Background: an optimization exercise with open tools, aiming at small area and a short achievable clock period. Do not read the settings as production practice. At most, simulation tests tie the RTL to the original design; equivalence was not proved. For run 1, only the layout was checked, not whether the RTL still works. Power figures rest on the tool's default switching activity, not on a simulated workload.

## flow/design.v (module list and top-level ports; edited modules follow where they fit)
// module pcore_mul_csa: 2863 lines
// module pcore_add64: 452 lines
// module pcore_add32c: 295 lines
// module pcore_exe: 272 lines
module pcore_exe (
    input  logic          clk,
    input  logic          rst_n,                  
    input  logic [196:0]  id2exe_data_i,          
    input  logic [40:0]   id2exe_ctrl_i,          
    input  logic [3:0]    fwd2exe_i,              
    input  logic [31:0]   lsu2exe_fb_alu_result_i,
    input  logic [31:0]   wrb2exe_fb_rd_data_i,
    output logic [66:0]   exe2div_o,              
    output logic [95:0]   exe2lsu_data_o,         
    output logic [20:0]   exe2lsu_ctrl_o,         
    output logic [112:0]  exe2csr_data_o,         
    output logic [9:0]    exe2csr_ctrl_o,         
    output logic [12:0]   exe2fwd_o,              
    output logic [31:0]   exe2if_fb_o             
);
  // ...
==> flow/flow/run.sh <==
#!/bin/bash
# Layout flow: the standard synthesis and layout, with three changes that
# leave the design's function and registers as the standard synthesis makes
# them:
#  - after synthesis, flow/fa_polarity.py removes inverters around the full
#    adders by complementing the inputs and outputs of some of them (a full
#    adder is self-dual), and
#  - the port buffers are sky130_fd_sc_hd__buf_1 rather than the default
#    delay buffer, and
#  - repair_timing aims at a setup slack of 5.4 ns (SETUP_SLACK_MARGIN).
set -euo pipefail
RES=orfs/results/sky130hd/pcore_exe/base
bash standard.sh synth > synth.log 2>&1
cp $RES/1_2_yosys.v $RES/1_2_yosys_standard.v
python3 flow/fa_polarity.py $RES/1_2_yosys_standard.v $RES/1_2_yosys.v > polarity.log 2>&1
rm -f $RES/1_synth.odb $RES/1_synth.sdc
export BUFFER_PORTS_ARGS="-buffer_cell sky130_fd_sc_hd__buf_1"
bash standard.sh SETUP_SLACK_MARGIN=5.4 finish > layout.log 2>&1
==> flow/flow/fa_polarity.py <==
#!/usr/bin/env python3
"""Remove inverters around full adders in a mapped sky130hd netlist.

A full adder is self-dual: FA(~a, ~b, ~c) = (~sum, ~carry). Each fa cell may
therefore be "flipped" (fed complemented inputs, producing complemented
outputs) without changing the function. This script chooses flips greedily to
minimise the number of inverters needed, then rewires the netlist with one
inverter per net that needs both polarities.

usage: fa_polarity.py IN.v OUT.v
"""
import re
import sys
from collections import defaultdict

OUT_PINS = {"X", "Y", "SUM", "COUT", "Q", "Q_N", "HI", "LO"}
INV = "sky130_fd_sc_hd__inv_1"


def parse(path):
    lines = open(path).read().split("\n")
    head, insts, tail = [], [], []
    i = 0
    hdr = re.compile(r"^  (sky130_fd_sc_hd__\S+) (.+?) \($")
    pin = re.compile(r"^    \.(\w+)\((.*)\),?$")
    while i < len(lines) and not hdr.match(lines[i]):
        head.append(lines[i])
        i += 1
    while i < len(lines):
        m = hdr.match(lines[i])
        if not m:
            break
        typ, name = m.group(1), m.group(2)
        pins = []
        i += 1
        while lines[i] != "  );":
            pm = pin.match(lines[i])
            assert pm, lines[i]
            pins.append([pm.group(1), pm.group(2)])
            i += 1
        i += 1
        insts.append([typ, name, pins])
    tail = lines[i:]
    return head, insts, tail


def main(inp, outp):
    head, insts, tail = parse(inp)
    # port nets: anything declared input/output in the header
    ports = set()
    for l in head:
        m = re.match(r"^\s*(input|output)\s+(\[(\d+):(\d+)\]\s+)?(\S+);", l)
        if m:
            if m.group(2):
                hi, lo = int(m.group(3)), int(m.group(4))
                for b in range(min(hi, lo), max(hi, lo) + 1):
                    ports.add(f"{m.group(5)}[{b}]")
            else:
                ports.add(m.group(5))
    driver = {}
    for k, (typ, name, pins) in enumerate(insts):
        for p, n in pins:
            if p in OUT_PINS:
                driver[n] = (k, p)
    is_inv = lambda k: insts[k][0].startswith("sky130_fd_sc_hd__inv_") or insts[k][0].startswith("sky130_fd_sc_hd__clkinv_")
    is_fa = lambda k: insts[k][0].startswith("sky130_fd_sc_hd__fa_")

    # canonical (root, parity) of each net through inverter chains
    canon_cache = {}

    def canon(n):
        if n in canon_cache:
            return canon_cache[n]
        d = driver.get(n)
        if d is not None and is_inv(d[0]):
            a = dict(insts[d[0]][2])["A"]
            r, par = canon(a)
            res = (r, par ^ 1)
        else:
            res = (n, 0)
        canon_cache[n] = res
        return res

    # consumers of each root: (inst, pin index, parity) for non-inverter cells
    cons = defaultdict(list)
    inv_out_nets = defaultdict(set)   # root -> nets produced by inverters in its chain
    for k, (typ, name, pins) in enumerate(insts):
        if is_inv(k):
            y = dict(pins)["Y"]
            r, par = canon(y)
            inv_out_nets[r].add(y)
            continue
        for idx, (p, n) in enumerate(pins):
            if p in OUT_PINS:
                continue
            r, par = canon(n)
            cons[r].append((k, idx, par))
    # roots touching ports (other than as plain driver) are frozen
    frozen = set()
    for r, nets in inv_out_nets.items():
        if any(n in ports for n in nets):
            frozen.add(r)
    roots = set(cons) | set(inv_out_nets)
    x = defaultdict(int)   # flip state of fa instances

    def ph(r):
        d = driver.get(r)
        if d is not None and is_fa(d[0]):
            return x[d[0]]
        return 0

    def cost(r):
        if r in frozen:
            return len(inv_out_nets[r])
        p = ph(r)
        need = any((par ^ (x[k] if is_fa(k) else 0)) != p for k, idx, par in cons[r])
        return 1 if need else 0

    fa_roots = defaultdict(set)
    for r in roots:
        d = driver.get(r)
        if d is not None and is_fa(d[0]):
            fa_roots[d[0]].add(r)
        for k, idx, par in cons[r]:
            if is_fa(k):
                fa_roots[k].add(r)
    # frozen roots: their fa driver and fa consumers must not change polarity
    fixed = set()
    for r in frozen:
        d = driver.get(r)
        if d is not None and is_fa(d[0]):
            fixed.add(d[0])
        for k, idx, par in cons[r]:
            if is_fa(k):
                fixed.add(k)
    before = sum(cost(r) for r in roots)
    fas = [k for k in range(len(insts)) if is_fa(k) and k not in fixed]
    # greedy descent, then randomised plateau/uphill moves (annealing),
    # keeping the best assignment seen
    import math
    import random
    rng = random.Random(1)
    cur = before
    best, best_x = cur, dict(x)
    it = 0
    temps = [0.6] * 20 + [0.4] * 20 + [0.25] * 20 + [0.1] * 20 + [0.0] * 10
    for temp in temps:
        it += 1
        rng.shuffle(fas)
        for k in fas:
            rs = fa_roots[k]
            c0 = sum(cost(r) for r in rs)
            x[k] ^= 1
            c1 = sum(cost(r) for r in rs)
            d = c1 - c0
            if d < 0 or (d == 0 and rng.random() < 0.5) or (temp > 0 and rng.random() < math.exp(-d / temp)):
                cur += d
                if cur < best:
                    best, best_x = cur, dict(x)
            else:
                x[k] ^= 1
    x.clear()
    x.update(best_x)
    after = sum(cost(r) for r in roots)

    # rebuild
    new_insts = []
    ninv = [0]
    inv_net = {}

    def inv_of(r):
        if r not in inv_net:
            ninv[0] += 1
            y = f"_polinv_{ninv[0]}_"
            inv_net[r] = y
            new_insts.append([INV, f"_polinv_cell_{ninv[0]}_", [["A", r], ["Y", y]]])
        return inv_net[r]

    newwires = []
    for k, (typ, name, pins) in enumerate(insts):
        if is_inv(k):
            y = dict(pins)["Y"]
            r, par = canon(y)
            if r in frozen:
                new_insts.append([typ, name, pins])
            continue
        newpins = []
        for p, n in pins:
            if p in OUT_PINS:
                newpins.append([p, n])
                continue
            r, par = canon(n)
            if r in frozen:
                newpins.append([p, n])
                continue
            want = par ^ (x[k] if is_fa(k) else 0)
            newpins.append([p, r if want == ph(r) else inv_of(r)])
        new_insts.append([typ, name, newpins])

    # declare new wires after the existing declarations
    decl = [f"  wire {inv_net[r]};" for r in inv_net]
    out = []
    for l in head:
        out.append(l)
    # insert declarations before the first instance: head ends just before instances
    out.extend(decl)
    for typ, name, pins in new_insts:
        out.append(f"  {typ} {name} (")
        for j, (p, n) in enumerate(pins):
            out.append(f"    .{p}({n})" + ("," if j + 1 < len(pins) else ""))
        out.append("  );")
    out.extend(tail)
    open(outp, "w").write("\n".join(out))
    nflip = sum(1 for k in fas if x[k])
    old_inv = sum(1 for k in range(len(insts)) if is_inv(k))
    print(f"fa_polarity: fa={len(fas)} flipped={nflip} inverters {old_inv} -> "
          f"{old_inv - before + after} (root cost {before} -> {after}, {it} passes)")


if __name__ == "__main__":
    main(sys.argv[1], sys.argv[2])
==> flow/standard.sh <==
#!/bin/bash
# synth_recipe.tcl (not shown) runs the flow's synth.tcl, then flattens the netlist and writes it again
# the make line also repeats each setting of config.mk as NAME=value (left out here)
make -C /OpenROAD-flow-scripts/flow DESIGN_CONFIG=/design/flow/config.mk WORK_HOME=/design/flow/orfs CLKGATE_MAP_FILE= SYNTH_SCRIPT=/design/flow/synth_recipe.tcl "${@:-finish}"
==> flow/config.mk <==
export PLATFORM = sky130hd
export DESIGN_NAME = pcore_exe
export DESIGN_NICKNAME = pcore_exe
export VERILOG_FILES = /design/flow/design.v
export SDC_FILE = /design/flow/constraint.sdc
export NUM_CORES = 4
export LEC_CHECK = 0
export CAP_MARGIN = 20
export CORE_MARGIN = 2
export CORE_UTILIZATION = 45
export CTS_CLUSTER_DIAMETER = 80
export CTS_CLUSTER_SIZE = 30
export SETUP_SLACK_MARGIN = 5.0
export SLEW_MARGIN = 20
export TNS_END_PERCENT = 0
==> flow/constraint.sdc <==
create_clock -name core_clock -period 12.0 [get_ports {clk}]
set_input_delay 2.4000 -clock core_clock [delete_from_list [all_inputs] [get_ports {clk}]]
set_output_delay 2.4000 -clock core_clock [all_outputs]
set_load 0.01 [all_outputs]
==> results.tsv, run 1 <==
metric	value	unit
final_cell_mix	buf_1 (647), xnor2_1 (514), fa_1 (455), dfxtp_1 (392), a22oi_1 (348)	
multi_input_area_share	66.7	%
crit_arrival	7440	ps
hp-class	in2reg	
crit_slowest_cell	fa_2	
placed_area	48700	µm²
syn_area_per_cell	9.42	µm²
post-cts-setup-buffers	72	
top_layer_used	met5	
start_util	45.5	%
path_max_fanout	20	
cp.depth	15	
status	timing/DRC/antenna clean	
power.share.clock	7.8	%
end_kind	flip-flop	
hold_ws	1910	ps
cts_max_path_buffers	3	
grtUsageTotal	41.5	%
multi_input_area	35500	µm²
min_from	id2exe_ctrl_i[32]	
drv_cap	0	
portBuffers	657	
grtUsageMet2	59.9	%
gp_congestion	1.04	
root_buffer	clkbuf_16	
n_tap_cell	1287	
seqPwrFrac	13.4	%
relSlewSlack	22.4	%
path_class	in2reg	
critPathLaunch	fwd2exe_i[3]	
==> module pcore_add32c, before the edit <==
module pcore_add32c (input wire [31:0] a, input wire [31:0] b, input wire ci, output wire [31:0] s);
wire [31:0] p = a ^ b;
wire [31:0] g = a & b;
wire g0c = g[0] | (p[0] & ci);
wire G0_1 = g[1] | (p[1] & g0c);
wire P0_1 = p[1] & p[0];
wire G0_2 = g[2] | (p[2] & g[1]);
wire P0_2 = p[2] & p[1];
wire G0_3 = g[3] | (p[3] & g[2]);
wire P0_3 = p[3] & p[2];
wire G0_4 = g[4] | (p[4] & g[3]);
wire P0_4 = p[4] & p[3];
wire G0_5 = g[5] | (p[5] & g[4]);
wire P0_5 = p[5] & p[4];
wire G0_6 = g[6] | (p[6] & g[5]);
wire P0_6 = p[6] & p[5];
wire G0_7 = g[7] | (p[7] & g[6]);
wire P0_7 = p[7] & p[6];
wire G0_8 = g[8] | (p[8] & g[7]);
wire P0_8 = p[8] & p[7];
wire G0_9 = g[9] | (p[9] & g[8]);
wire P0_9 = p[9] & p[8];
wire G0_10 = g[10] | (p[10] & g[9]);
wire P0_10 = p[10] & p[9];
wire G0_11 = g[11] | (p[11] & g[10]);
wire P0_11 = p[11] & p[10];
wire G0_12 = g[12] | (p[12] & g[11]);
wire P0_12 = p[12] & p[11];
wire G0_13 = g[13] | (p[13] & g[12]);
wire P0_13 = p[13] & p[12];
wire G0_14 = g[14] | (p[14] & g[13]);
wire P0_14 = p[14] & p[13];
wire G0_15 = g[15] | (p[15] & g[14]);
wire P0_15 = p[15] & p[14];
wire G0_16 = g[16] | (p[16] & g[15]);
wire P0_16 = p[16] & p[15];
wire G0_17 = g[17] | (p[17] & g[16]);
wire P0_17 = p[17] & p[16];
wire G0_18 = g[18] | (p[18] & g[17]);
wire P0_18 = p[18] & p[17];
wire G0_19 = g[19] | (p[19] & g[18]);
wire P0_19 = p[19] & p[18];
wire G0_20 = g[20] | (p[20] & g[19]);
wire P0_20 = p[20] & p[19];
wire G0_21 = g[21] | (p[21] & g[20]);
wire P0_21 = p[21] & p[20];
wire G0_22 = g[22] | (p[22] & g[21]);
wire P0_22 = p[22] & p[21];
wire G0_23 = g[23] | (p[23] & g[22]);
wire P0_23 = p[23] & p[22];
wire G0_24 = g[24] | (p[24] & g[23]);
wire P0_24 = p[24] & p[23];
wire G0_25 = g[25] | (p[25] & g[24]);
wire P0_25 = p[25] & p[24];
wire G0_26 = g[26] | (p[26] & g[25]);
wire P0_26 = p[26] & p[25];
wire G0_27 = g[27] | (p[27] & g[26]);
wire P0_27 = p[27] & p[26];
wire G0_28 = g[28] | (p[28] & g[27]);
wire P0_28 = p[28] & p[27];
wire G0_29 = g[29] | (p[29] & g[28]);
wire P0_29 = p[29] & p[28];
wire G0_30 = g[30] | (p[30] & g[29]);
wire P0_30 = p[30] & p[29];
wire G0_31 = g[31] | (p[31] & g[30]);
wire P0_31 = p[31] & p[30];
wire G1_2 = G0_2 | (P0_2 & g0c);
wire P1_2 = P0_2 & p[0];
wire G1_3 = G0_3 | (P0_3 & G0_1);
wire P1_3 = P0_3 & P0_1;
wire G1_4 = G0_4 | (P0_4 & G0_2);
wire P1_4 = P0_4 & P0_2;
wire G1_5 = G0_5 | (P0_5 & G0_3);
wire P1_5 = P0_5 & P0_3;
wire G1_6 = G0_6 | (P0_6 & G0_4);
wire P1_6 = P0_6 & P0_4;
wire G1_7 = G0_7 | (P0_7 & G0_5);
wire P1_7 = P0_7 & P0_5;
wire G1_8 = G0_8 | (P0_8 & G0_6);
wire P1_8 = P0_8 & P0_6;
wire G1_9 = G0_9 | (P0_9 & G0_7);
wire P1_9 = P0_9 & P0_7;
wire G1_10 = G0_10 | (P0_10 & G0_8);
wire P1_10 = P0_10 & P0_8;
wire G1_11 = G0_11 | (P0_11 & G0_9);
wire P1_11 = P0_11 & P0_9;
wire G1_12 = G0_12 | (P0_12 & G0_10);
wire P1_12 = P0_12 & P0_10;
wire G1_13 = G0_13 | (P0_13 & G0_11);
wire P1_13 = P0_13 & P0_11;
wire G1_14 = G0_14 | (P0_14 & G0_12);
wire P1_14 = P0_14 & P0_12;
wire G1_15 = G0_15 | (P0_15 & G0_13);
wire P1_15 = P0_15 & P0_13;
wire G1_16 = G0_16 | (P0_16 & G0_14);
wire P1_16 = P0_16 & P0_14;
wire G1_17 = G0_17 | (P0_17 & G0_15);
wire P1_17 = P0_17 & P0_15;
wire G1_18 = G0_18 | (P0_18 & G0_16);
wire P1_18 = P0_18 & P0_16;
wire G1_19 = G0_19 | (P0_19 & G0_17);
wire P1_19 = P0_19 & P0_17;
wire G1_20 = G0_20 | (P0_20 & G0_18);
wire P1_20 = P0_20 & P0_18;
wire G1_21 = G0_21 | (P0_21 & G0_19);
wire P1_21 = P0_21 & P0_19;
wire G1_22 = G0_22 | (P0_22 & G0_20);
wire P1_22 = P0_22 & P0_20;
wire G1_23 = G0_23 | (P0_23 & G0_21);
wire P1_23 = P0_23 & P0_21;
wire G1_24 = G0_24 | (P0_24 & G0_22);
wire P1_24 = P0_24 & P0_22;
wire G1_25 = G0_25 | (P0_25 & G0_23);
wire P1_25 = P0_25 & P0_23;
wire G1_26 = G0_26 | (P0_26 & G0_24);
wire P1_26 = P0_26 & P0_24;
wire G1_27 = G0_27 | (P0_27 & G0_25);
wire P1_27 = P0_27 & P0_25;
wire G1_28 = G0_28 | (P0_28 & G0_26);
wire P1_28 = P0_28 & P0_26;
wire G1_29 = G0_29 | (P0_29 & G0_27);
wire P1_29 = P0_29 & P0_27;
wire G1_30 = G0_30 | (P0_30 & G0_28);
wire P1_30 = P0_30 & P0_28;
wire G1_31 = G0_31 | (P0_31 & G0_29);
wire P1_31 = P0_31 & P0_29;
wire G2_4 = G1_4 | (P1_4 & g0c);
wire P2_4 = P1_4 & p[0];
wire G2_5 = G1_5 | (P1_5 & G0_1);
wire P2_5 = P1_5 & P0_1;
wire G2_6 = G1_6 | (P1_6 & G1_2);
wire P2_6 = P1_6 & P1_2;
wire G2_7 = G1_7 | (P1_7 & G1_3);
wire P2_7 = P1_7 & P1_3;
wire G2_8 = G1_8 | (P1_8 & G1_4);
wire P2_8 = P1_8 & P1_4;
wire G2_9 = G1_9 | (P1_9 & G1_5);
wire P2_9 = P1_9 & P1_5;
wire G2_10 = G1_10 | (P1_10 & G1_6);
wire P2_10 = P1_10 & P1_6;
wire G2_11 = G1_11 | (P1_11 & G1_7);
wire P2_11 = P1_11 & P1_7;
wire G2_12 = G1_12 | (P1_12 & G1_8);
wire P2_12 = P1_12 & P1_8;
wire G2_13 = G1_13 | (P1_13 & G1_9);
wire P2_13 = P1_13 & P1_9;
wire G2_14 = G1_14 | (P1_14 & G1_10);
wire P2_14 = P1_14 & P1_10;
wire G2_15 = G1_15 | (P1_15 & G1_11);
wire P2_15 = P1_15 & P1_11;
wire G2_16 = G1_16 | (P1_16 & G1_12);
wire P2_16 = P1_16 & P1_12;
wire G2_17 = G1_17 | (P1_17 & G1_13);
wire P2_17 = P1_17 & P1_13;
wire G2_18 = G1_18 | (P1_18 & G1_14);
wire P2_18 = P1_18 & P1_14;
wire G2_19 = G1_19 | (P1_19 & G1_15);
wire P2_19 = P1_19 & P1_15;
wire G2_20 = G1_20 | (P1_20 & G1_16);
wire P2_20 = P1_20 & P1_16;
wire G2_21 = G1_21 | (P1_21 & G1_17);
wire P2_21 = P1_21 & P1_17;
wire G2_22 = G1_22 | (P1_22 & G1_18);
wire P2_22 = P1_22 & P1_18;
wire G2_23 = G1_23 | (P1_23 & G1_19);
wire P2_23 = P1_23 & P1_19;
wire G2_24 = G1_24 | (P1_24 & G1_20);
wire P2_24 = P1_24 & P1_20;
wire G2_25 = G1_25 | (P1_25 & G1_21);
wire P2_25 = P1_25 & P1_21;
wire G2_26 = G1_26 | (P1_26 & G1_22);
wire P2_26 = P1_26 & P1_22;
wire G2_27 = G1_27 | (P1_27 & G1_23);
wire P2_27 = P1_27 & P1_23;
wire G2_28 = G1_28 | (P1_28 & G1_24);
wire P2_28 = P1_28 & P1_24;
wire G2_29 = G1_29 | (P1_29 & G1_25);
wire P2_29 = P1_29 & P1_25;
wire G2_30 = G1_30 | (P1_30 & G1_26);
wire P2_30 = P1_30 & P1_26;
wire G2_31 = G1_31 | (P1_31 & G1_27);
wire P2_31 = P1_31 & P1_27;
wire G3_8 = G2_8 | (P2_8 & g0c);
wire P3_8 = P2_8 & p[0];
wire G3_9 = G2_9 | (P2_9 & G0_1);
wire P3_9 = P2_9 & P0_1;
wire G3_10 = G2_10 | (P2_10 & G1_2);
wire P3_10 = P2_10 & P1_2;
wire G3_11 = G2_11 | (P2_11 & G1_3);
wire P3_11 = P2_11 & P1_3;
wire G3_12 = G2_12 | (P2_12 & G2_4);
wire P3_12 = P2_12 & P2_4;
wire G3_13 = G2_13 | (P2_13 & G2_5);
wire P3_13 = P2_13 & P2_5;
wire G3_14 = G2_14 | (P2_14 & G2_6);
wire P3_14 = P2_14 & P2_6;
wire G3_15 = G2_15 | (P2_15 & G2_7);
wire P3_15 = P2_15 & P2_7;
wire G3_16 = G2_16 | (P2_16 & G2_8);
wire P3_16 = P2_16 & P2_8;
wire G3_17 = G2_17 | (P2_17 & G2_9);
wire P3_17 = P2_17 & P2_9;
wire G3_18 = G2_18 | (P2_18 & G2_10);
wire P3_18 = P2_18 & P2_10;
wire G3_19 = G2_19 | (P2_19 & G2_11);
wire P3_19 = P2_19 & P2_11;
wire G3_20 = G2_20 | (P2_20 & G2_12);
wire P3_20 = P2_20 & P2_12;
wire G3_21 = G2_21 | (P2_21 & G2_13);
wire P3_21 = P2_21 & P2_13;
wire G3_22 = G2_22 | (P2_22 & G2_14);
wire P3_22 = P2_22 & P2_14;
wire G3_23 = G2_23 | (P2_23 & G2_15);
wire P3_23 = P2_23 & P2_15;
wire G3_24 = G2_24 | (P2_24 & G2_16);
wire P3_24 = P2_24 & P2_16;
wire G3_25 = G2_25 | (P2_25 & G2_17);
wire P3_25 = P2_25 & P2_17;
wire G3_26 = G2_26 | (P2_26 & G2_18);
wire P3_26 = P2_26 & P2_18;
wire G3_27 = G2_27 | (P2_27 & G2_19);
wire P3_27 = P2_27 & P2_19;
wire G3_28 = G2_28 | (P2_28 & G2_20);
wire P3_28 = P2_28 & P2_20;
wire G3_29 = G2_29 | (P2_29 & G2_21);
wire P3_29 = P2_29 & P2_21;
wire G3_30 = G2_30 | (P2_30 & G2_22);
wire P3_30 = P2_30 & P2_22;
wire G3_31 = G2_31 | (P2_31 & G2_23);
wire P3_31 = P2_31 & P2_23;
wire G4_16 = G3_16 | (P3_16 & g0c);
wire P4_16 = P3_16 & p[0];
wire G4_17 = G3_17 | (P3_17 & G0_1);
wire P4_17 = P3_17 & P0_1;
wire G4_18 = G3_18 | (P3_18 & G1_2);
wire P4_18 = P3_18 & P1_2;
wire G4_19 = G3_19 | (P3_19 & G1_3);
wire P4_19 = P3_19 & P1_3;
wire G4_20 = G3_20 | (P3_20 & G2_4);
wire P4_20 = P3_20 & P2_4;
wire G4_21 = G3_21 | (P3_21 & G2_5);
wire P4_21 = P3_21 & P2_5;
wire G4_22 = G3_22 | (P3_22 & G2_6);
wire P4_22 = P3_22 & P2_6;
wire G4_23 = G3_23 | (P3_23 & G2_7);
wire P4_23 = P3_23 & P2_7;
wire G4_24 = G3_24 | (P3_24 & G3_8);
wire P4_24 = P3_24 & P3_8;
wire G4_25 = G3_25 | (P3_25 & G3_9);
wire P4_25 = P3_25 & P3_9;
wire G4_26 = G3_26 | (P3_26 & G3_10);
wire P4_26 = P3_26 & P3_10;
wire G4_27 = G3_27 | (P3_27 & G3_11);
wire P4_27 = P3_27 & P3_11;
wire G4_28 = G3_28 | (P3_28 & G3_12);
wire P4_28 = P3_28 & P3_12;
wire G4_29 = G3_29 | (P3_29 & G3_13);
wire P4_29 = P3_29 & P3_13;
wire G4_30 = G3_30 | (P3_30 & G3_14);
wire P4_30 = P3_30 & P3_14;
wire G4_31 = G3_31 | (P3_31 & G3_15);
wire P4_31 = P3_31 & P3_15;
assign s[0] = p[0] ^ ci;
assign s[1] = p[1] ^ g0c;
assign s[2] = p[2] ^ G0_1;
assign s[3] = p[3] ^ G1_2;
assign s[4] = p[4] ^ G1_3;
assign s[5] = p[5] ^ G2_4;
assign s[6] = p[6] ^ G2_5;
assign s[7] = p[7] ^ G2_6;
assign s[8] = p[8] ^ G2_7;
assign s[9] = p[9] ^ G3_8;
assign s[10] = p[10] ^ G3_9;
assign s[11] = p[11] ^ G3_10;
assign s[12] = p[12] ^ G3_11;
assign s[13] = p[13] ^ G3_12;
assign s[14] = p[14] ^ G3_13;
assign s[15] = p[15] ^ G3_14;
assign s[16] = p[16] ^ G3_15;
assign s[17] = p[17] ^ G4_16;
assign s[18] = p[18] ^ G4_17;
assign s[19] = p[19] ^ G4_18;
assign s[20] = p[20] ^ G4_19;
assign s[21] = p[21] ^ G4_20;
assign s[22] = p[22] ^ G4_21;
assign s[23] = p[23] ^ G4_22;
assign s[24] = p[24] ^ G4_23;
assign s[25] = p[25] ^ G4_24;
assign s[26] = p[26] ^ G4_25;
assign s[27] = p[27] ^ G4_26;
assign s[28] = p[28] ^ G4_27;
assign s[29] = p[29] ^ G4_28;
assign s[30] = p[30] ^ G4_29;
assign s[31] = p[31] ^ G4_30;
endmodule
==> module pcore_exe, before the edit <==
module pcore_exe (
    input  logic          clk,
    input  logic          rst_n,                  
    input  logic [196:0]  id2exe_data_i,          
    input  logic [40:0]   id2exe_ctrl_i,          
    input  logic [3:0]    fwd2exe_i,              
    input  logic [31:0]   lsu2exe_fb_alu_result_i,
    input  logic [31:0]   wrb2exe_fb_rd_data_i,
    output logic [66:0]   exe2div_o,              
    output logic [95:0]   exe2lsu_data_o,         
    output logic [20:0]   exe2lsu_ctrl_o,         
    output logic [112:0]  exe2csr_data_o,         
    output logic [9:0]    exe2csr_ctrl_o,         
    output logic [12:0]   exe2fwd_o,              
    output logic [31:0]   exe2if_fb_o             
);
wire [31:0] rs1_data      = id2exe_data_i[196:165];
wire [31:0] rs2_data      = id2exe_data_i[164:133];
wire [31:0] instr         = id2exe_data_i[132:101];
wire [31:0] pc            = id2exe_data_i[100:69];
wire [31:0] pc_next       = id2exe_data_i[68:37];
wire [31:0] imm           = id2exe_data_i[36:5];
wire [3:0]  exc_code      = id2exe_data_i[4:1];
wire        instr_flushed = id2exe_data_i[0];
wire [3:0]  alu_i_ops     = id2exe_ctrl_i[40:37];
wire [2:0]  alu_m_ops     = id2exe_ctrl_i[36:34];
wire [2:0]  alu_d_ops     = id2exe_ctrl_i[33:31];
wire [2:0]  ld_ops        = id2exe_ctrl_i[30:28];
wire [1:0]  st_ops        = id2exe_ctrl_i[27:26];
wire [2:0]  branch_ops    = id2exe_ctrl_i[25:23];
wire [1:0]  csr_ops       = id2exe_ctrl_i[22:21];
wire [3:0]  amo_ops       = id2exe_ctrl_i[20:17];
wire [2:0]  sys_ops       = id2exe_ctrl_i[16:14];
wire        opr1_sel      = id2exe_ctrl_i[13];    
wire        opr2_sel      = id2exe_ctrl_i[12];    
wire        cmp_opr2_sel  = id2exe_ctrl_i[11];    
wire        csr_opr_sel   = id2exe_ctrl_i[10];    
wire [2:0]  rd_wrb_sel    = id2exe_ctrl_i[9:7];
wire        exc_req       = id2exe_ctrl_i[6];
wire        rd_wr_req     = id2exe_ctrl_i[5];
wire        jump_req      = id2exe_ctrl_i[4];
wire        branch_req    = id2exe_ctrl_i[3];
wire        fence_i_req   = id2exe_ctrl_i[2];
wire        fence_req     = id2exe_ctrl_i[1];
wire        irq_req       = id2exe_ctrl_i[0];
wire        fwd_wrb_rs1   = fwd2exe_i[3];
wire        fwd_wrb_rs2   = fwd2exe_i[2];
wire        fwd_lsu_rs1   = fwd2exe_i[1];
wire        fwd_lsu_rs2   = fwd2exe_i[0];
wire [31:0] opr_a = fwd_lsu_rs1 ? lsu2exe_fb_alu_result_i
                  : fwd_wrb_rs1 ? wrb2exe_fb_rd_data_i : rs1_data;
wire [31:0] opr_b = fwd_lsu_rs2 ? lsu2exe_fb_alu_result_i
                  : fwd_wrb_rs2 ? wrb2exe_fb_rd_data_i : rs2_data;
wire [31:0] alu_opr1 = opr1_sel ? opr_a : pc;
wire [31:0] alu_opr2 = opr2_sel ? opr_b : imm;
wire [31:0] cmp_opr2 = cmp_opr2_sel ? opr_b : imm;
logic [31:0] cmp_g [0:5];
logic [31:0] cmp_p [0:5];
always_comb begin
    cmp_g[0] = opr_a & ~cmp_opr2;
    cmp_p[0] = ~(opr_a ^ cmp_opr2);
    for (int l = 1; l <= 5; l++) begin
        cmp_g[l] = '0;
        cmp_p[l] = '0;
        for (int k = 0; k < (32 >> l); k++) begin
            cmp_g[l][k] = cmp_g[l-1][2*k+1] | (cmp_p[l-1][2*k+1] & cmp_g[l-1][2*k]);
            cmp_p[l][k] = cmp_p[l-1][2*k+1] & cmp_p[l-1][2*k];
        end
    end
end
wire        cmp_eq   = cmp_p[5][0];
wire        cmp_ltu  = ~(cmp_g[5][0] | cmp_p[5][0]);
wire        cmp_lt   = cmp_ltu ^ opr_a[31] ^ cmp_opr2[31];
logic branch_res;
always_comb begin
    case (branch_ops)
        3'd1:    branch_res = cmp_eq;
        3'd2:    branch_res = ~cmp_eq;
        3'd3:    branch_res = ~cmp_lt;
        3'd4:    branch_res = ~cmp_ltu;
        3'd5:    branch_res = cmp_lt;
        3'd6:    branch_res = cmp_ltu;
        default: branch_res = 1'b0;
    endcase
end
wire new_pc_req = jump_req | (branch_req & branch_res);
wire sel_sum = (alu_i_ops == 4'd1) | (alu_i_ops == 4'd2);
wire sel_and = (alu_i_ops == 4'd3);
wire sel_or  = (alu_i_ops == 4'd4);
wire sel_xor = (alu_i_ops == 4'd5);
wire sel_sll = (alu_i_ops == 4'd8);
wire sel_shr = (alu_i_ops == 4'd9) | (alu_i_ops == 4'd10);
wire sel_op1 = (alu_i_ops == 4'd11);
wire sel_op2 = (alu_i_ops == 4'd12);
wire alu_sub = (alu_i_ops == 4'd2);
wire alu_sra = (alu_i_ops == 4'd10);
wire set_val = ((alu_i_ops == 4'd6) & cmp_lt) | ((alu_i_ops == 4'd7) & cmp_ltu);
logic csr_rd_req, csr_wr_req;
always_comb begin
    case (csr_ops)
        2'd1:    begin csr_rd_req = |instr[11:7]; csr_wr_req = 1'b1;          end
        2'd2,
        2'd3:    begin csr_rd_req = 1'b1;         csr_wr_req = |instr[19:15]; end
        default: begin csr_rd_req = 1'b0;         csr_wr_req = 1'b0;          end
    endcase
end
wire        lsu_rd_wr_req = (|csr_ops) ? csr_rd_req : rd_wr_req;
wire [31:0] csr_wdata     = csr_opr_sel ? {27'b0, instr[19:15]} : opr_a;
wire        use_rs1       = opr1_sel | branch_req;
wire        use_rs2       = opr2_sel | (|st_ops) | branch_req;
wire        mul_cmd    = |alu_m_ops;
wire        mul_cmd_hi = alu_m_ops[1] | alu_m_ops[0];
wire        mul_lo     = alu_m_ops[2] & ~mul_cmd_hi;    
wire        mul_hi     = mul_cmd_hi;                    
wire        opr1_sgn   = alu_m_ops[1] & alu_opr1[31];
wire        opr2_sgn   = alu_m_ops[1] & alu_m_ops[0] & alu_opr2[31];
wire [63:0] mul_s, mul_c;
pcore_mul_csa mul_csa (
    .x ({opr1_sgn, alu_opr1}),
    .y ({opr2_sgn, alu_opr2}),
    .s (mul_s),
    .c (mul_c)
);
logic [31:0] opr1_q, opr2_q, opr_b_q, csr_wdata_q, instr_q, pc_q, pc_next_q;
logic [2:0]  alu_d_ops_q, rd_wrb_sel_q, ld_ops_q, sys_ops_q;
logic [1:0]  st_ops_q, csr_ops_q;
logic [3:0]  amo_ops_q, exc_code_q;
logic        rd_wr_req_q, jump_req_q, branch_req_q, fence_req_q, instr_flushed_q;
logic        exc_req_q, irq_req_q, csr_rd_req_q, csr_wr_req_q, fence_i_req_q;
logic        new_pc_req_q, use_rs1_q, use_rs2_q;
logic        sel_sum_q, sel_and_q, sel_or_q, sel_xor_q, sel_sll_q, sel_shr_q;
logic        sel_op1_q, sel_op2_q, set_val_q, mul_lo_q, mul_hi_q, alu_out_q;
logic        sel_sum_l_q;
always_ff @(posedge clk) begin
    if (~rst_n) begin
        opr1_q          <= '0;
        opr2_q          <= '0;
        opr_b_q         <= '0;
        csr_wdata_q     <= '0;
        instr_q         <= '0;
        pc_q            <= '0;
        pc_next_q       <= '0;
        alu_d_ops_q     <= '0;
        rd_wrb_sel_q    <= '0;
        ld_ops_q        <= '0;
        sys_ops_q       <= '0;
        st_ops_q        <= '0;
        csr_ops_q       <= '0;
        amo_ops_q       <= '0;
        exc_code_q      <= '0;
        rd_wr_req_q     <= '0;
        jump_req_q      <= '0;
        branch_req_q    <= '0;
        fence_req_q     <= '0;
        instr_flushed_q <= '0;
        exc_req_q       <= '0;
        irq_req_q       <= '0;
        csr_rd_req_q    <= '0;
        csr_wr_req_q    <= '0;
        fence_i_req_q   <= '0;
        new_pc_req_q    <= '0;
        use_rs1_q       <= '0;
        use_rs2_q       <= '0;
        sel_sum_q       <= '0;
        sel_and_q       <= '0;
        sel_or_q        <= '0;
        sel_xor_q       <= '0;
        sel_sll_q       <= '0;
        sel_shr_q       <= '0;
        sel_op1_q       <= '0;
        sel_op2_q       <= '0;
        set_val_q       <= '0;
        mul_lo_q        <= '0;
        mul_hi_q        <= '0;
        alu_out_q       <= '0;
        sel_sum_l_q     <= '0;
    end else begin
        opr1_q          <= alu_opr1;
        opr2_q          <= alu_opr2;
        opr_b_q         <= opr_b;
        csr_wdata_q     <= csr_wdata;
        instr_q         <= instr;
        pc_q            <= pc;
        pc_next_q       <= pc_next;
        alu_d_ops_q     <= alu_d_ops;
        rd_wrb_sel_q    <= rd_wrb_sel;
        ld_ops_q        <= ld_ops;
        sys_ops_q       <= sys_ops;
        st_ops_q        <= st_ops;
        csr_ops_q       <= csr_ops;
        amo_ops_q       <= amo_ops;
        exc_code_q      <= exc_code;
        rd_wr_req_q     <= lsu_rd_wr_req;
        jump_req_q      <= jump_req;
        branch_req_q    <= branch_req;
        fence_req_q     <= fence_req;
        instr_flushed_q <= instr_flushed;
        exc_req_q       <= exc_req;
        irq_req_q       <= irq_req;
        csr_rd_req_q    <= csr_rd_req;
        csr_wr_req_q    <= csr_wr_req;
        fence_i_req_q   <= fence_i_req;
        new_pc_req_q    <= new_pc_req;
        use_rs1_q       <= use_rs1;
        use_rs2_q       <= use_rs2;
        sel_sum_q       <= sel_sum;
        sel_and_q       <= sel_and;
        sel_or_q        <= sel_or;
        sel_xor_q       <= sel_xor;
        sel_sll_q       <= sel_sll;
        sel_shr_q       <= sel_shr;
        sel_op1_q       <= sel_op1;
        sel_op2_q       <= sel_op2;
        set_val_q       <= set_val;
        mul_lo_q        <= mul_lo;
        mul_hi_q        <= mul_hi;
        alu_out_q       <= ~mul_cmd;
        sel_sum_l_q     <= sel_sum & ~mul_cmd;
    end
end
logic [63:0] mul_s_q, mul_c_q;
logic        alu_sub_q, alu_sra_q;
always_ff @(posedge clk) begin
    mul_s_q   <= mul_s;
    mul_c_q   <= mul_c;
    alu_sub_q <= alu_sub;
    alu_sra_q <= alu_sra;
end
wire [31:0] alu_sum;
pcore_add32c alu_adder (
    .a  (opr1_q),
    .b  (alu_sub_q ? ~opr2_q : opr2_q),
    .ci (alu_sub_q),
    .s  (alu_sum)
);
function automatic [31:0] rev32(input [31:0] v);
    for (int i = 0; i < 32; i++) rev32[i] = v[31 - i];
endfunction
wire [31:0] shift_in   = sel_sll_q ? rev32(opr1_q) : opr1_q;
wire        shift_fill = alu_sra_q & opr1_q[31];
wire [32:0] shift_ext  = {shift_fill, shift_in};
wire [31:0] shift_out  = 32'($signed(shift_ext) >>> opr2_q[4:0]);
wire [31:0] alu_other  = ({32{sel_and_q}} & (opr1_q & opr2_q))
                       | ({32{sel_or_q}}  & (opr1_q | opr2_q))
                       | ({32{sel_xor_q}} & (opr1_q ^ opr2_q))
                       | ({32{sel_sll_q}} & rev32(shift_out))
                       | ({32{sel_shr_q}} & shift_out)
                       | ({32{sel_op1_q}} & opr1_q)
                       | ({32{sel_op2_q}} & opr2_q)
                       | {31'b0, set_val_q};
wire [31:0] alu_result = ({32{sel_sum_q}} & alu_sum) | alu_other;
wire [63:0] mul_sum;
pcore_add64 mul_adder (
    .a (mul_s_q),
    .b (mul_c_q),
    .s (mul_sum)
);
wire [31:0] lsu_result = ({32{mul_lo_q}}    & mul_sum[31:0])
                       | ({32{mul_hi_q}}    & mul_sum[63:32])
                       | ({32{alu_out_q}}   & alu_other)
                       | ({32{sel_sum_l_q}} & alu_sum);
assign exe2div_o      = {opr1_q, opr2_q, alu_d_ops_q};
assign exe2lsu_data_o = {lsu_result, pc_next_q, opr_b_q};
assign exe2lsu_ctrl_o = {instr_q[11:7], rd_wrb_sel_q, ld_ops_q, st_ops_q, amo_ops_q,
                         rd_wr_req_q, jump_req_q, branch_req_q, fence_req_q};
assign exe2csr_data_o = {instr_q[31:20], pc_q, instr_q, csr_wdata_q, exc_code_q,
                         instr_flushed_q};
assign exe2csr_ctrl_o = {csr_ops_q, sys_ops_q, exc_req_q, irq_req_q, csr_rd_req_q,
                         csr_wr_req_q, fence_i_req_q};
assign exe2fwd_o      = {instr_q[19:15], instr_q[24:20], new_pc_req_q, use_rs1_q, use_rs2_q};
assign exe2if_fb_o    = {alu_result[31:2], 2'b00};
endmodule
==> run 2: changes to the inputs <==
--- a/flow/design.v
+++ b/flow/design.v
@@ -3946,260 +3946,162 @@
 wire g0c = g[0] | (p[0] & ci);
 wire G0_1 = g[1] | (p[1] & g0c);
 wire P0_1 = p[1] & p[0];
-wire G0_2 = g[2] | (p[2] & g[1]);
-wire P0_2 = p[2] & p[1];
 wire G0_3 = g[3] | (p[3] & g[2]);
 wire P0_3 = p[3] & p[2];
-wire G0_4 = g[4] | (p[4] & g[3]);
-wire P0_4 = p[4] & p[3];
 wire G0_5 = g[5] | (p[5] & g[4]);
 wire P0_5 = p[5] & p[4];
-wire G0_6 = g[6] | (p[6] & g[5]);
-wire P0_6 = p[6] & p[5];
 wire G0_7 = g[7] | (p[7] & g[6]);
 wire P0_7 = p[7] & p[6];
-wire G0_8 = g[8] | (p[8] & g[7]);
-wire P0_8 = p[8] & p[7];
 wire G0_9 = g[9] | (p[9] & g[8]);
 wire P0_9 = p[9] & p[8];
-wire G0_10 = g[10] | (p[10] & g[9]);
-wire P0_10 = p[10] & p[9];
 wire G0_11 = g[11] | (p[11] & g[10]);
 wire P0_11 = p[11] & p[10];
-wire G0_12 = g[12] | (p[12] & g[11]);
-wire P0_12 = p[12] & p[11];
 wire G0_13 = g[13] | (p[13] & g[12]);
 wire P0_13 = p[13] & p[12];
-wire G0_14 = g[14] | (p[14] & g[13]);
-wire P0_14 = p[14] & p[13];
 wire G0_15 = g[15] | (p[15] & g[14]);
 wire P0_15 = p[15] & p[14];
-wire G0_16 = g[16] | (p[16] & g[15]);
-wire P0_16 = p[16] & p[15];
 wire G0_17 = g[17] | (p[17] & g[16]);
 wire P0_17 = p[17] & p[16];
-wire G0_18 = g[18] | (p[18] & g[17]);
-wire P0_18 = p[18] & p[17];
 wire G0_19 = g[19] | (p[19] & g[18]);
 wire P0_19 = p[19] & p[18];
-wire G0_20 = g[20] | (p[20] & g[19]);
-wire P0_20 = p[20] & p[19];
 wire G0_21 = g[21] | (p[21] & g[20]);
 wire P0_21 = p[21] & p[20];
-wire G0_22 = g[22] | (p[22] & g[21]);
-wire P0_22 = p[22] & p[21];
 wire G0_23 = g[23] | (p[23] & g[22]);
 wire P0_23 = p[23] & p[22];
-wire G0_24 = g[24] | (p[24] & g[23]);
-wire P0_24 = p[24] & p[23];
 wire G0_25 = g[25] | (p[25] & g[24]);
 wire P0_25 = p[25] & p[24];
-wire G0_26 = g[26] | (p[26] & g[25]);
-wire P0_26 = p[26] & p[25];
 wire G0_27 = g[27] | (p[27] & g[26]);
 wire P0_27 = p[27] & p[26];
-wire G0_28 = g[28] | (p[28] & g[27]);
-wire P0_28 = p[28] & p[27];
 wire G0_29 = g[29] | (p[29] & g[28]);
 wire P0_29 = p[29] & p[28];
-wire G0_30 = g[30] | (p[30] & g[29]);
-wire P0_30 = p[30] & p[29];
 wire G0_31 = g[31] | (p[31] & g[30]);
 wire P0_31 = p[31] & p[30];
-wire G1_2 = G0_2 | (P0_2 & g0c);
-wire P1_2 = P0_2 & p[0];
+wire G1_2 = g[2] | (p[2] & G0_1);
+wire P1_2 = p[2] & P0_1;
 wire G1_3 = G0_3 | (P0_3 & G0_1);
 wire P1_3 = P0_3 & P0_1;
-wire G1_4 = G0_4 | (P0_4 & G0_2);
-wire P1_4 = P0_4 & P0_2;
-wire G1_5 = G0_5 | (P0_5 & G0_3);
-wire P1_5 = P0_5 & P0_3;
-wire G1_6 = G0_6 | (P0_6 & G0_4);
-wire P1_6 = P0_6 & P0_4;
+wire G1_6 = g[6] | (p[6] & G0_5);
+wire P1_6 = p[6] & P0_5;
 wire G1_7 = G0_7 | (P0_7 & G0_5);
 wire P1_7 = P0_7 & P0_5;
-wire G1_8 = G0_8 | (P0_8 & G0_6);
-wire P1_8 = P0_8 & P0_6;
-wire G1_9 = G0_9 | (P0_9 & G0_7);
-wire P1_9 = P0_9 & P0_7;
-wire G1_10 = G0_10 | (P0_10 & G0_8);
-wire P1_10 = P0_10 & P0_8;
+wire G1_10 = g[10] | (p[10] & G0_9);
+wire P1_10 = p[10] & P0_9;
 wire G1_11 = G0_11 | (P0_11 & G0_9);
 wire P1_11 = P0_11 & P0_9;
-wire G1_12 = G0_12 | (P0_12 & G0_10);
-wire P1_12 = P0_12 & P0_10;
-wire G1_13 = G0_13 | (P0_13 & G0_11);
-wire P1_13 = P0_13 & P0_11;
-wire G1_14 = G0_14 | (P0_14 & G0_12);
-wire P1_14 = P0_14 & P0_12;
+wire G1_14 = g[14] | (p[14] & G0_13);
+wire P1_14 = p[14] & P0_13;
 wire G1_15 = G0_15 | (P0_15 & G0_13);
 wire P1_15 = P0_15 & P0_13;
-wire G1_16 = G0_16 | (P0_16 & G0_14);
-wire P1_16 = P0_16 & P0_14;
-wire G1_17 = G0_17 | (P0_17 & G0_15);
-wire P1_17 = P0_17 & P0_15;
-wire G1_18 = G0_18 | (P0_18 & G0_16);
-wire P1_18 = P0_18 & P0_16;
+wire G1_18 = g[18] | (p[18] & G0_17);
+wire P1_18 = p[18] & P0_17;
 wire G1_19 = G0_19 | (P0_19 & G0_17);
 wire P1_19 = P0_19 & P0_17;
-wire G1_20 = G0_20 | (P0_20 & G0_18);
-wire P1_20 = P0_20 & P0_18;
-wire G1_21 = G0_21 | (P0_21 & G0_19);
-wire P1_21 = P0_21 & P0_19;
-wire G1_22 = G0_22 | (P0_22 & G0_20);
-wire P1_22 = P0_22 & P0_20;
+wire G1_22 = g[22] | (p[22] & G0_21);
+wire P1_22 = p[22] & P0_21;
 wire G1_23 = G0_23 | (P0_23 & G0_21);
 wire P1_23 = P0_23 & P0_21;
-wire G1_24 = G0_24 | (P0_24 & G0_22);
-wire P1_24 = P0_24 & P0_22;
-wire G1_25 = G0_25 | (P0_25 & G0_23);
-wire P1_25 = P0_25 & P0_23;
-wire G1_26 = G0_26 | (P0_26 & G0_24);
-wire P1_26 = P0_26 & P0_24;
+wire G1_26 = g[26] | (p[26] & G0_25);
+wire P1_26 = p[26] & P0_25;
 wire G1_27 = G0_27 | (P0_27 & G0_25);
 wire P1_27 = P0_27 & P0_25;
-wire G1_28 = G0_28 | (P0_28 & G0_26);
-wire P1_28 = P0_28 & P0_26;
-wire G1_29 = G0_29 | (P0_29 & G0_27);
-wire P1_29 = P0_29 & P0_27;
-wire G1_30 = G0_30 | (P0_30 & G0_28);
-wire P1_30 = P0_30 & P0_28;
+wire G1_30 = g[30] | (p[30] & G0_29);
+wire P1_30 = p[30] & P0_29;
 wire G1_31 = G0_31 | (P0_31 & G0_29);
 wire P1_31 = P0_31 & P0_29;
-wire G2_4 = G1_4 | (P1_4 & g0c);
-wire P2_4 = P1_4 & p[0];
-wire G2_5 = G1_5 | (P1_5 & G0_1);
-wire P2_5 = P1_5 & P0_1;
-wire G2_6 = G1_6 | (P1_6 & G1_2);
-wire P2_6 = P1_6 & P1_2;
+wire G2_4 = g[4] | (p[4] & G1_3);
+wire P2_4 = p[4] & P1_3;
+wire G2_5 = G0_5 | (P0_5 & G1_3);
+wire P2_5 = P0_5 & P1_3;
+wire G2_6 = G1_6 | (P1_6 & G1_3);
+wire P2_6 = P1_6 & P1_3;
 wire G2_7 = G1_7 | (P1_7 & G1_3);
 wire P2_7 = P1_7 & P1_3;
-wire G2_8 = G1_8 | (P1_8 & G1_4);
-wire P2_8 = P1_8 & P1_4;
-wire G2_9 = G1_9 | (P1_9 & G1_5);
-wire P2_9 = P1_9 & P1_5;
-wire G2_10 = G1_10 | (P1_10 & G1_6);
-wire P2_10 = P1_10 & P1_6;
-wire G2_11 = G1_11 | (P1_11 & G1_7);
-wire P2_11 = P1_11 & P1_7;
-wire G2_12 = G1_12 | (P1_12 & G1_8);
-wire P2_12 = P1_12 & P1_8;
-wire G2_13 = G1_13 | (P1_13 & G1_9);
-wire P2_13 = P1_13 & P1_9;
-wire G2_14 = G1_14 | (P1_14 & G1_10);
-wire P2_14 = P1_14 & P1_10;
+wire G2_12 = g[12] | (p[12] & G1_11);
+wire P2_12 = p[12] & P1_11;
+wire G2_13 = G0_13 | (P0_13 & G1_11);
+wire P2_13 = P0_13 & P1_11;
+wire G2_14 = G1_14 | (P1_14 & G1_11);
+wire P2_14 = P1_14 & P1_11;
 wire G2_15 = G1_15 | (P1_15 & G1_11);
 wire P2_15 = P1_15 & P1_11;
-wire G2_16 = G1_16 | (P1_16 & G1_12);
-wire P2_16 = P1_16 & P1_12;
-wire G2_17 = G1_17 | (P1_17 & G1_13);
-wire P2_17 = P1_17 & P1_13;
-wire G2_18 = G1_18 | (P1_18 & G1_14);
-wire P2_18 = P1_18 & P1_14;
-wire G2_19 = G1_19 | (P1_19 & G1_15);
-wire P2_19 = P1_19 & P1_15;
-wire G2_20 = G1_20 | (P1_20 & G1_16);
-wire P2_20 = P1_20 & P1_16;
-wire G2_21 = G1_21 | (P1_21 & G1_17);
-wire P2_21 = P1_21 & P1_17;
-wire G2_22 = G1_22 | (P1_22 & G1_18);
-wire P2_22 = P1_22 & P1_18;
+wire G2_20 = g[20] | (p[20] & G1_19);
+wire P2_20 = p[20] & P1_19;
+wire G2_21 = G0_21 | (P0_21 & G1_19);
+wire P2_21 = P0_21 & P1_19;
+wire G2_22 = G1_22 | (P1_22 & G1_19);
+wire P2_22 = P1_22 & P1_19;
 wire G2_23 = G1_23 | (P1_23 & G1_19);
 wire P2_23 = P1_23 & P1_19;
-wire G2_24 = G1_24 | (P1_24 & G1_20);
-wire P2_24 = P1_24 & P1_20;
-wire G2_25 = G1_25 | (P1_25 & G1_21);
-wire P2_25 = P1_25 & P1_21;
-wire G2_26 = G1_26 | (P1_26 & G1_22);
-wire P2_26 = P1_26 & P1_22;
-wire G2_27 = G1_27 | (P1_27 & G1_23);
-wire P2_27 = P1_27 & P1_23;
-wire G2_28 = G1_28 | (P1_28 & G1_24);
-wire P2_28 = P1_28 & P1_24;
-wire G2_29 = G1_29 | (P1_29 & G1_25);
-wire P2_29 = P1_29 & P1_25;
-wire G2_30 = G1_30 | (P1_30 & G1_26);
-wire P2_30 = P1_30 & P1_26;
+wire G2_28 = g[28] | (p[28] & G1_27);
+wire P2_28 = p[28] & P1_27;
+wire G2_29 = G0_29 | (P0_29 & G1_27);
+wire P2_29 = P0_29 & P1_27;
+wire G2_30 = G1_30 | (P1_30 & G1_27);
+wire P2_30 = P1_30 & P1_27;
 wire G2_31 = G1_31 | (P1_31 & G1_27);
 wire P2_31 = P1_31 & P1_27;
-wire G3_8 = G2_8 | (P2_8 & g0c);
-wire P3_8 = P2_8 & p[0];
-wire G3_9 = G2_9 | (P2_9 & G0_1);
-wire P3_9 = P2_9 & P0_1;
-wire G3_10 = G2_10 | (P2_10 & G1_2);
-wire P3_10 = P2_10 & P1_2;
-wire G3_11 = G2_11 | (P2_11 & G1_3);
-wire P3_11 = P2_11 & P1_3;
-wire G3_12 = G2_12 | (P2_12 & G2_4);
-wire P3_12 = P2_12 & P2_4;
-wire G3_13 = G2_13 | (P2_13 & G2_5);
-wire P3_13 = P2_13 & P2_5;
-wire G3_14 = G2_14 | (P2_14 & G2_6);
-wire P3_14 = P2_14 & P2_6;
+wire G3_8 = g[8] | (p[8] & G2_7);
+wire P3_8 = p[8] & P2_7;
+wire G3_9 = G0_9 | (P0_9 & G2_7);
+wire P3_9 = P0_9 & P2_7;
+wire G3_10 = G1_10 | (P1_10 & G2_7);
+wire P3_10 = P1_10 & P2_7;
+wire G3_11 = G1_11 | (P1_11 & G2_7);
+wire P3_11 = P1_11 & P2_7;
+wire G3_12 = G2_12 | (P2_12 & G2_7);
+wire P3_12 = P2_12 & P2_7;
+wire G3_13 = G2_13 | (P2_13 & G2_7);
+wire P3_13 = P2_13 & P2_7;
+wire G3_14 = G2_14 | (P2_14 & G2_7);
+wire P3_14 = P2_14 & P2_7;
 wire G3_15 = G2_15 | (P2_15 & G2_7);
 wire P3_15 = P2_15 & P2_7;
-wire G3_16 = G2_16 | (P2_16 & G2_8);
-wire P3_16 = P2_16 & P2_8;
-wire G3_17 = G2_17 | (P2_17 & G2_9);
-wire P3_17 = P2_17 & P2_9;
-wire G3_18 = G2_18 | (P2_18 & G2_10);
-wire P3_18 = P2_18 & P2_10;
-wire G3_19 = G2_19 | (P2_19 & G2_11);
-wire P3_19 = P2_19 & P2_11;
-wire G3_20 = G2_20 | (P2_20 & G2_12);
-wire P3_20 = P2_20 & P2_12;
-wire G3_21 = G2_21 | (P2_21 & G2_13);
-wire P3_21 = P2_21 & P2_13;
-wire G3_22 = G2_22 | (P2_22 & G2_14);
-wire P3_22 = P2_22 & P2_14;
-wire G3_23 = G2_23 | (P2_23 & G2_15);
-wire P3_23 = P2_23 & P2_15;
-wire G3_24 = G2_24 | (P2_24 & G2_16);
-wire P3_24 = P2_24 & P2_16;
-wire G3_25 = G2_25 | (P2_25 & G2_17);
-wire P3_25 = P2_25 & P2_17;
-wire G3_26 = G2_26 | (P2_26 & G2_18);
-wire P3_26 = P2_26 & P2_18;
-wire G3_27 = G2_27 | (P2_27 & G2_19);
-wire P3_27 = P2_27 & P2_19;
-wire G3_28 = G2_28 | (P2_28 & G2_20);
-wire P3_28 = P2_28 & P2_20;
-wire G3_29 = G2_29 | (P2_29 & G2_21);
-wire P3_29 = P2_29 & P2_21;
-wire G3_30 = G2_30 | (P2_30 & G2_22);
-wire P3_30 = P2_30 & P2_22;
+wire G3_24 = g[24] | (p[24] & G2_23);
+wire P3_24 = p[24] & P2_23;
+wire G3_25 = G0_25 | (P0_25 & G2_23);
+wire P3_25 = P0_25 & P2_23;
+wire G3_26 = G1_26 | (P1_26 & G2_23);
+wire P3_26 = P1_26 & P2_23;
+wire G3_27 = G1_27 | (P1_27 & G2_23);
+wire P3_27 = P1_27 & P2_23;
+wire G3_28 = G2_28 | (P2_28 & G2_23);
+wire P3_28 = P2_28 & P2_23;
+wire G3_29 = G2_29 | (P2_29 & G2_23);
+wire P3_29 = P2_29 & P2_23;
+wire G3_30 = G2_30 | (P2_30 & G2_23);
+wire P3_30 = P2_30 & P2_23;
 wire G3_31 = G2_31 | (P2_31 & G2_23);
 wire P3_31 = P2_31 & P2_23;
-wire G4_16 = G3_16 | (P3_16 & g0c);
-wire P4_16 = P3_16 & p[0];
-wire G4_17 = G3_17 | (P3_17 & G0_1);
-wire P4_17 = P3_17 & P0_1;
-wire G4_18 = G3_18 | (P3_18 & G1_2);
-wire P4_18 = P3_18 & P1_2;
-wire G4_19 = G3_19 | (P3_19 & G1_3);
-wire P4_19 = P3_19 & P1_3;
-wire G4_20 = G3_20 | (P3_20 & G2_4);
-wire P4_20 = P3_20 & P2_4;
-wire G4_21 = G3_21 | (P3_21 & G2_5);
-wire P4_21 = P3_21 & P2_5;
-wire G4_22 = G3_22 | (P3_22 & G2_6);
-wire P4_22 = P3_22 & P2_6;
-wire G4_23 = G3_23 | (P3_23 & G2_7);
-wire P4_23 = P3_23 & P2_7;
-wire G4_24 = G3_24 | (P3_24 & G3_8);
-wire P4_24 = P3_24 & P3_8;
-wire G4_25 = G3_25 | (P3_25 & G3_9);
-wire P4_25 = P3_25 & P3_9;
-wire G4_26 = G3_26 | (P3_26 & G3_10);
-wire P4_26 = P3_26 & P3_10;
-wire G4_27 = G3_27 | (P3_27 & G3_11);
-wire P4_27 = P3_27 & P3_11;
-wire G4_28 = G3_28 | (P3_28 & G3_12);
-wire P4_28 = P3_28 & P3_12;
-wire G4_29 = G3_29 | (P3_29 & G3_13);
-wire P4_29 = P3_29 & P3_13;
-wire G4_30 = G3_30 | (P3_30 & G3_14);
-wire P4_30 = P3_30 & P3_14;
+wire G4_16 = g[16] | (p[16] & G3_15);
+wire P4_16 = p[16] & P3_15;
+wire G4_17 = G0_17 | (P0_17 & G3_15);
+wire P4_17 = P0_17 & P3_15;
+wire G4_18 = G1_18 | (P1_18 & G3_15);
+wire P4_18 = P1_18 & P3_15;
+wire G4_19 = G1_19 | (P1_19 & G3_15);
+wire P4_19 = P1_19 & P3_15;
+wire G4_20 = G2_20 | (P2_20 & G3_15);
+wire P4_20 = P2_20 & P3_15;
+wire G4_21 = G2_21 | (P2_21 & G3_15);
+wire P4_21 = P2_21 & P3_15;
+wire G4_22 = G2_22 | (P2_22 & G3_15);
+wire P4_22 = P2_22 & P3_15;
+wire G4_23 = G2_23 | (P2_23 & G3_15);
+wire P4_23 = P2_23 & P3_15;
+wire G4_24 = G3_24 | (P3_24 & G3_15);
+wire P4_24 = P3_24 & P3_15;
+wire G4_25 = G3_25 | (P3_25 & G3_15);
+wire P4_25 = P3_25 & P3_15;
+wire G4_26 = G3_26 | (P3_26 & G3_15);
+wire P4_26 = P3_26 & P3_15;
+wire G4_27 = G3_27 | (P3_27 & G3_15);
+wire P4_27 = P3_27 & P3_15;
+wire G4_28 = G3_28 | (P3_28 & G3_15);
+wire P4_28 = P3_28 & P3_15;
+wire G4_29 = G3_29 | (P3_29 & G3_15);
+wire P4_29 = P3_29 & P3_15;
+wire G4_30 = G3_30 | (P3_30 & G3_15);
+wire P4_30 = P3_30 & P3_15;
 wire G4_31 = G3_31 | (P3_31 & G3_15);
 wire P4_31 = P3_31 & P3_15;
 assign s[0] = p[0] ^ ci;
@@ -4367,7 +4269,6 @@
 logic        new_pc_req_q, use_rs1_q, use_rs2_q;
 logic        sel_sum_q, sel_and_q, sel_or_q, sel_xor_q, sel_sll_q, sel_shr_q;
 logic        sel_op1_q, sel_op2_q, set_val_q, mul_lo_q, mul_hi_q, alu_out_q;
-logic        sel_sum_l_q;
 always_ff @(posedge clk) begin
     if (~rst_n) begin
         opr1_q          <= '0;
@@ -4410,7 +4311,6 @@
         mul_lo_q        <= '0;
         mul_hi_q        <= '0;
         alu_out_q       <= '0;
-        sel_sum_l_q     <= '0;
     end else begin
         opr1_q          <= alu_opr1;
         opr2_q          <= alu_opr2;
@@ -4452,7 +4352,6 @@
         mul_lo_q        <= mul_lo;
         mul_hi_q        <= mul_hi;
         alu_out_q       <= ~mul_cmd;
-        sel_sum_l_q     <= sel_sum & ~mul_cmd;
     end
 end
 logic [63:0] mul_s_q, mul_c_q;
@@ -4477,7 +4376,8 @@
 wire        shift_fill = alu_sra_q & opr1_q[31];
 wire [32:0] shift_ext  = {shift_fill, shift_in};
 wire [31:0] shift_out  = 32'($signed(shift_ext) >>> opr2_q[4:0]);
-wire [31:0] alu_other  = ({32{sel_and_q}} & (opr1_q & opr2_q))
+wire [31:0] alu_result = ({32{sel_sum_q}} & alu_sum)
+                       | ({32{sel_and_q}} & (opr1_q & opr2_q))
                        | ({32{sel_or_q}}  & (opr1_q | opr2_q))
                        | ({32{sel_xor_q}} & (opr1_q ^ opr2_q))
                        | ({32{sel_sll_q}} & rev32(shift_out))
@@ -4485,17 +4385,15 @@
                        | ({32{sel_op1_q}} & opr1_q)
                        | ({32{sel_op2_q}} & opr2_q)
                        | {31'b0, set_val_q};
-wire [31:0] alu_result = ({32{sel_sum_q}} & alu_sum) | alu_other;
 wire [63:0] mul_sum;
 pcore_add64 mul_adder (
     .a (mul_s_q),
     .b (mul_c_q),
     .s (mul_sum)
 );
-wire [31:0] lsu_result = ({32{mul_lo_q}}    & mul_sum[31:0])
-                       | ({32{mul_hi_q}}    & mul_sum[63:32])
-                       | ({32{alu_out_q}}   & alu_other)
-                       | ({32{sel_sum_l_q}} & alu_sum);
+wire [31:0] lsu_result = ({32{mul_lo_q}}  & mul_sum[31:0])
+                       | ({32{mul_hi_q}}  & mul_sum[63:32])
+                       | ({32{alu_out_q}} & alu_result);
 assign exe2div_o      = {opr1_q, opr2_q, alu_d_ops_q};
 assign exe2lsu_data_o = {lsu_result, pc_next_q, opr_b_q};
 assign exe2lsu_ctrl_o = {instr_q[11:7], rd_wrb_sel_q, ld_ops_q, st_ops_q, amo_ops_q,
==> flow/run.sh (new file) <==
#!/bin/bash
# synth_recipe.tcl (not shown) runs the flow's synth.tcl, then flattens the netlist and writes it again
# the make line also repeats each setting of config.mk as NAME=value (left out here)
make -C /OpenROAD-flow-scripts/flow DESIGN_CONFIG=/design/flow/config.mk WORK_HOME=/design/flow/orfs CLKGATE_MAP_FILE= SYNTH_SCRIPT=/design/flow/synth_recipe.tcl finish
removed: flow/flow/run.sh
removed: flow/flow/fa_polarity.py
removed: flow/standard.sh
==> run 2 against run 1 <==
Net effect: critical path depth is 1 higher; non-clock buffer count is 39 lower; sequential share of layout area is 0.93 points lower; clock power is 5% higher; combinational power hardly changed; global-route usage is 1.0 points higher; critical endpoint is now mul_c_q[36]; still clean; via count is 1.0% lower; wire length is 0.63% higher; highest routed layer unchanged; final cell count is 1.6% higher; die area is 0.57% higher.
==> results.tsv, run 2 <==
metric	value	unit	change
status	timing/DRC/antenna clean		unchanged
placed_area	53100	µm²	was 48700 µm²
clk_pin_slew	100	ps	was 110 ps
p_sw_share	51.7	%	was 51.4%
drt-initial-drc-count	5585		was 5840
cts_max_path_buffers	3		unchanged
wl_per_cell	33.0	µm	was 33.3 µm
final_hold_viol_count	0		unchanged
drtAntennaViolNets	0		unchanged
fmax	0.136	GHz	was 0.145 GHz
vias	42100		was 42500
post-synth-top-area-cell	fa_1		
p_leak	23.4	nW	was 21.2 nW
totalPowerFinal	15.1	mW	was 15.4 mW
synth_seq_cells	402		
synthFlopType	dfxtp_1		
largest_register_ffs	64		unchanged
min_from	rst_n		was id2exe_ctrl_i[32]
fin_setup_tns	0	ps	unchanged
setup_viol	0		unchanged
ys_types	79		
rows	116		was 115
seqPwrFrac	13.5	%	was 13.4%
crit_slowest_cell	o21ai_0		was fa_2
synth_adder_area_share	28.3	%	
final_common_cell	clkdlybuf4s50_1		was buf_1
final.min_clock_period	7350	ps	was 6890 ps
hpwl	168000	µm	was 165000 µm
synth-seq-area-share	17.9	%	
gp_congestion	1.00		was 1.04
grtUsageTotal	42.5	%	was 41.5%
die_x	320	µm	about the same
p_comb_share	78.2	%	was 78.8%
worst_pin_slew	1120	ps	was 1150 ps
synth_edf_count	0		
path_max_fanout	20		unchanged
vias_per_cell	6.25		was 6.41
final_cell_mix	clkdlybuf4s50_1 (626), inv_1 (514), xnor2_1 (510), fa_1 (474), dfxtp_1 (394)		was buf_1 (647), xnor2_1 (514), fa_1 (455), dfxtp_1 (392), a22oi_1 (348)
core-area	99700	µm²	was 98600 µm²
critical_path.endpoint	mul_c_q[36]		was mul_c_q[39]
synth_xor_area_share	11.3	%	
synth.top_cell.area_share	21.3	%	
required	12470	ps	was 12550 ps
place_ws	2890	ps	was 2970 ps
power.share.clock	8.3	%	was 7.8%
crit_arrival	7820	ps	was 7440 ps
synth_mux_area_share	7.20	%	
fin_nets	6426		was 6327
ys_warn_count	3		unchanged
setup_slack	4650	ps	was 5110 ps
root_buffer	clkbuf_16		unchanged
synth-simple-area-share	9.27	%	
grt_max_degree	74		was 93
grt_pass1_wl	311000	µm	was 305000 µm
drv_slew	0		unchanged
ir_drop	0.438	mV	was 0.256 mV
path_class	in2reg		unchanged
areaGrowthSynthToFinish	25.3	%	was 18.7%
start_util	45.2	%	was 45.5%
fillers	8987		was 9178
internal_power	7.32	mW	was 7.49 mW
critPathLaunch	wrb2exe_fb_rd_data_i[11]		was fwd2exe_i[3]
drv_cap	0		unchanged
grt_pass1_vias	41900		was 41300
synth_top_family_by_area	adder cells		
yosysMostFrequentCell	xnor2_1		
synthTopCellsByCount	xnor2_1 (518), inv_1 (516), fa_1 (479)		
syn_area_per_cell	9.24	µm²	was 9.42 µm²
antenna_found_initial	56		was 48
pin_count	660		unchanged
cpPeakStageDelay	870	ps	was 600 ps
netlist_instances	4879		was 4758
crit_path_start_kind	input pin		unchanged
cts.htree.levels	2		was 1
async_reset_ff_share	0	%	
die_y	320	µm	about the same
power_density	268	nW/µm²	was 290 nW/µm²
cts_inserted_buffers	34		was 28
crit_top_cell	fa_1		unchanged
post-route-cell-area	56400	µm²	was 53200 µm²
end_kind	flip-flop		unchanged
grt_setup_unrepaired	yes		unchanged
synth_compound_area_share	17.7	%	
drt_wl_total	222000	µm	was 221000 µm
largest_register	mul_s_q		unchanged
drt_first_pass_iters	9		was 10
drive_above_1_share	10.2	%	was 12.0%
relSlewSlack	24.5	%	was 22.4%
power_switching	7.82	mW	was 7.92 mW
period_share	61.3	%	was 57.4%
syn-cell-area	45100	µm²	was 44800 µm²
reg.largest.list	mul_s_q: 64 flops, mul_c_q: 63 flops		unchanged
portBuffers	657		unchanged
synth_area_leaders	fa_1 (21%), dfxtp_1 (18%), xnor2_1 (10%), ha_1 (7.1%), a22oi_1 (6.3%)		
hp-class	in2reg		unchanged
drc	0		unchanged
grt-ovfl-total	0		unchanged
clock-sinks	402		was 403
dieArea	103000	µm²	was 102000 µm²
worstPathCellList	clkdlybuf4s50_1, mux2i_1, o21ai_0, mux2i_4, buf_4, xnor2_1, a22oi_1, fa_1, fa_1, fa_1, inv_1, fa_1, inv_1, fa_1, inv_1, fa_1		was buf_2, buf_12, mux2i_1, o21ai_1, mux2i_4, buf_4, xnor2_1, a22oi_2, fa_2, fa_1, fa_1, fa_1, fa_1, fa_1, inv_1
cts_tree	yes		unchanged
[run 2: critical path, delay by kind of cell]
kind / cells / cell delay, ps
compound gates: 2 / 1020
mux: 2 / 210
xor+xnor: 1 / 340
buf+inv: 5 / 1150
fa+ha+maj: 6 / 2680
[run 2: worst min-delay path by stage]
stage	end	cells past startpoint	slack (ps)
2_1_floorplan	alu_out_q	1	2470
3_3_place_gp	use_rs1_q	2	2880
3_5_place_dp	use_rs1_q	2	2880
4_1_cts	use_rs1_q	2	2180
5_1_grt	use_rs1_q	2	2210
6_report	use_rs1_q	2	2220
[run 2: kinds of logic after synthesis]
| group | count (synthesis) |
|---|---|
| flip-flops | 402 |
| multiplexers | 272 |
| AND/OR/NAND/NOR | 832 |
| buffers and inverters | 934 |
| AO/OA/AOI/OAI | 1126 |
| adder cells (fa/ha/maj) | 733 |
| other | 1 |
| XOR/XNOR | 579 |
[run 2: layout make-up]
cell class              count  area [µm²]  share of cell area [%]
repair buffers            872        8800                    15.6
clock inverters            26         319                   0.565
clock buffers              36         858                    1.52
multi-input cells        3552       34700                    61.5
repair inverters            1        8.76                  0.0155
inverters                 522        2010                    3.56
diodes                     28        70.1                   0.124
well taps                1298        1620                    2.88
flip-flops and latches    402        8060                    14.3
[run 2: power by group through the flow]
| stage | sequential [mW] | clock, mW | combinational [mW] |
|---|---|---|---|
| 2_1_floorplan | 2.02 | 0 | 7.63 |
| 3_3_place_gp | 2.07 | 0 | 11.1 |
| 3_5_place_dp | 2.07 | 0 | 11.4 |
| 4_1_cts | 2.05 | 1.27 | 11.7 |
| 5_1_grt | 2.07 | 1.31 | 13.3 |
| 6_report | 2.05 | 1.25 | 11.8 |
[run 2: metal layers]
layer | track usage [%] | share of wire, % | vias up
met4 | 23.2 | 6.4 | 20
met2 | 64.0 | 43 | 2818
li1 | - | - | 17700
met1 | 54.6 | 38 | 20900
met3 | 12.7 | 12 | 684
met5 | 0.236 | 0.086 | -
[run 2: metrics by stage]
| step | util [%] | cells | hold slack [ps] |
|---|---|---|---|
| finish | 56.6 | 6737 | 2220 |
| global route | 56.6 | 6725 | 2210 |
| CTS | 56.1 | 6688 | 2180 |
| detailed placement | 53.2 | 6548 | 2880 |
| global placement | 53.2 | 6548 | 2880 |
| floorplan | - | 4881 | 2470 |
[run 2: repair_timing]
| action | CTS | global route |
|---|---|---|
| hold buffers | 0 | 0 |
| hold endpoints to repair | 0 | 0 |
| setup endpoints to repair | 147 | 106 |
| setup buffers | 64 | 19 |
| gates cloned | 14 | 2 |
| resized for setup | 223 | 81 |
| pin swaps | 30 | 23 |

Setup slack of run 2, layout unchanged: 4.649 ns with ideal ports, 4.608 ns with driving cells assumed (clock clkbuf_16, inputs buf_2), 3.918 ns with port delays also shifted by the 0.690 ns mid clock arrival.
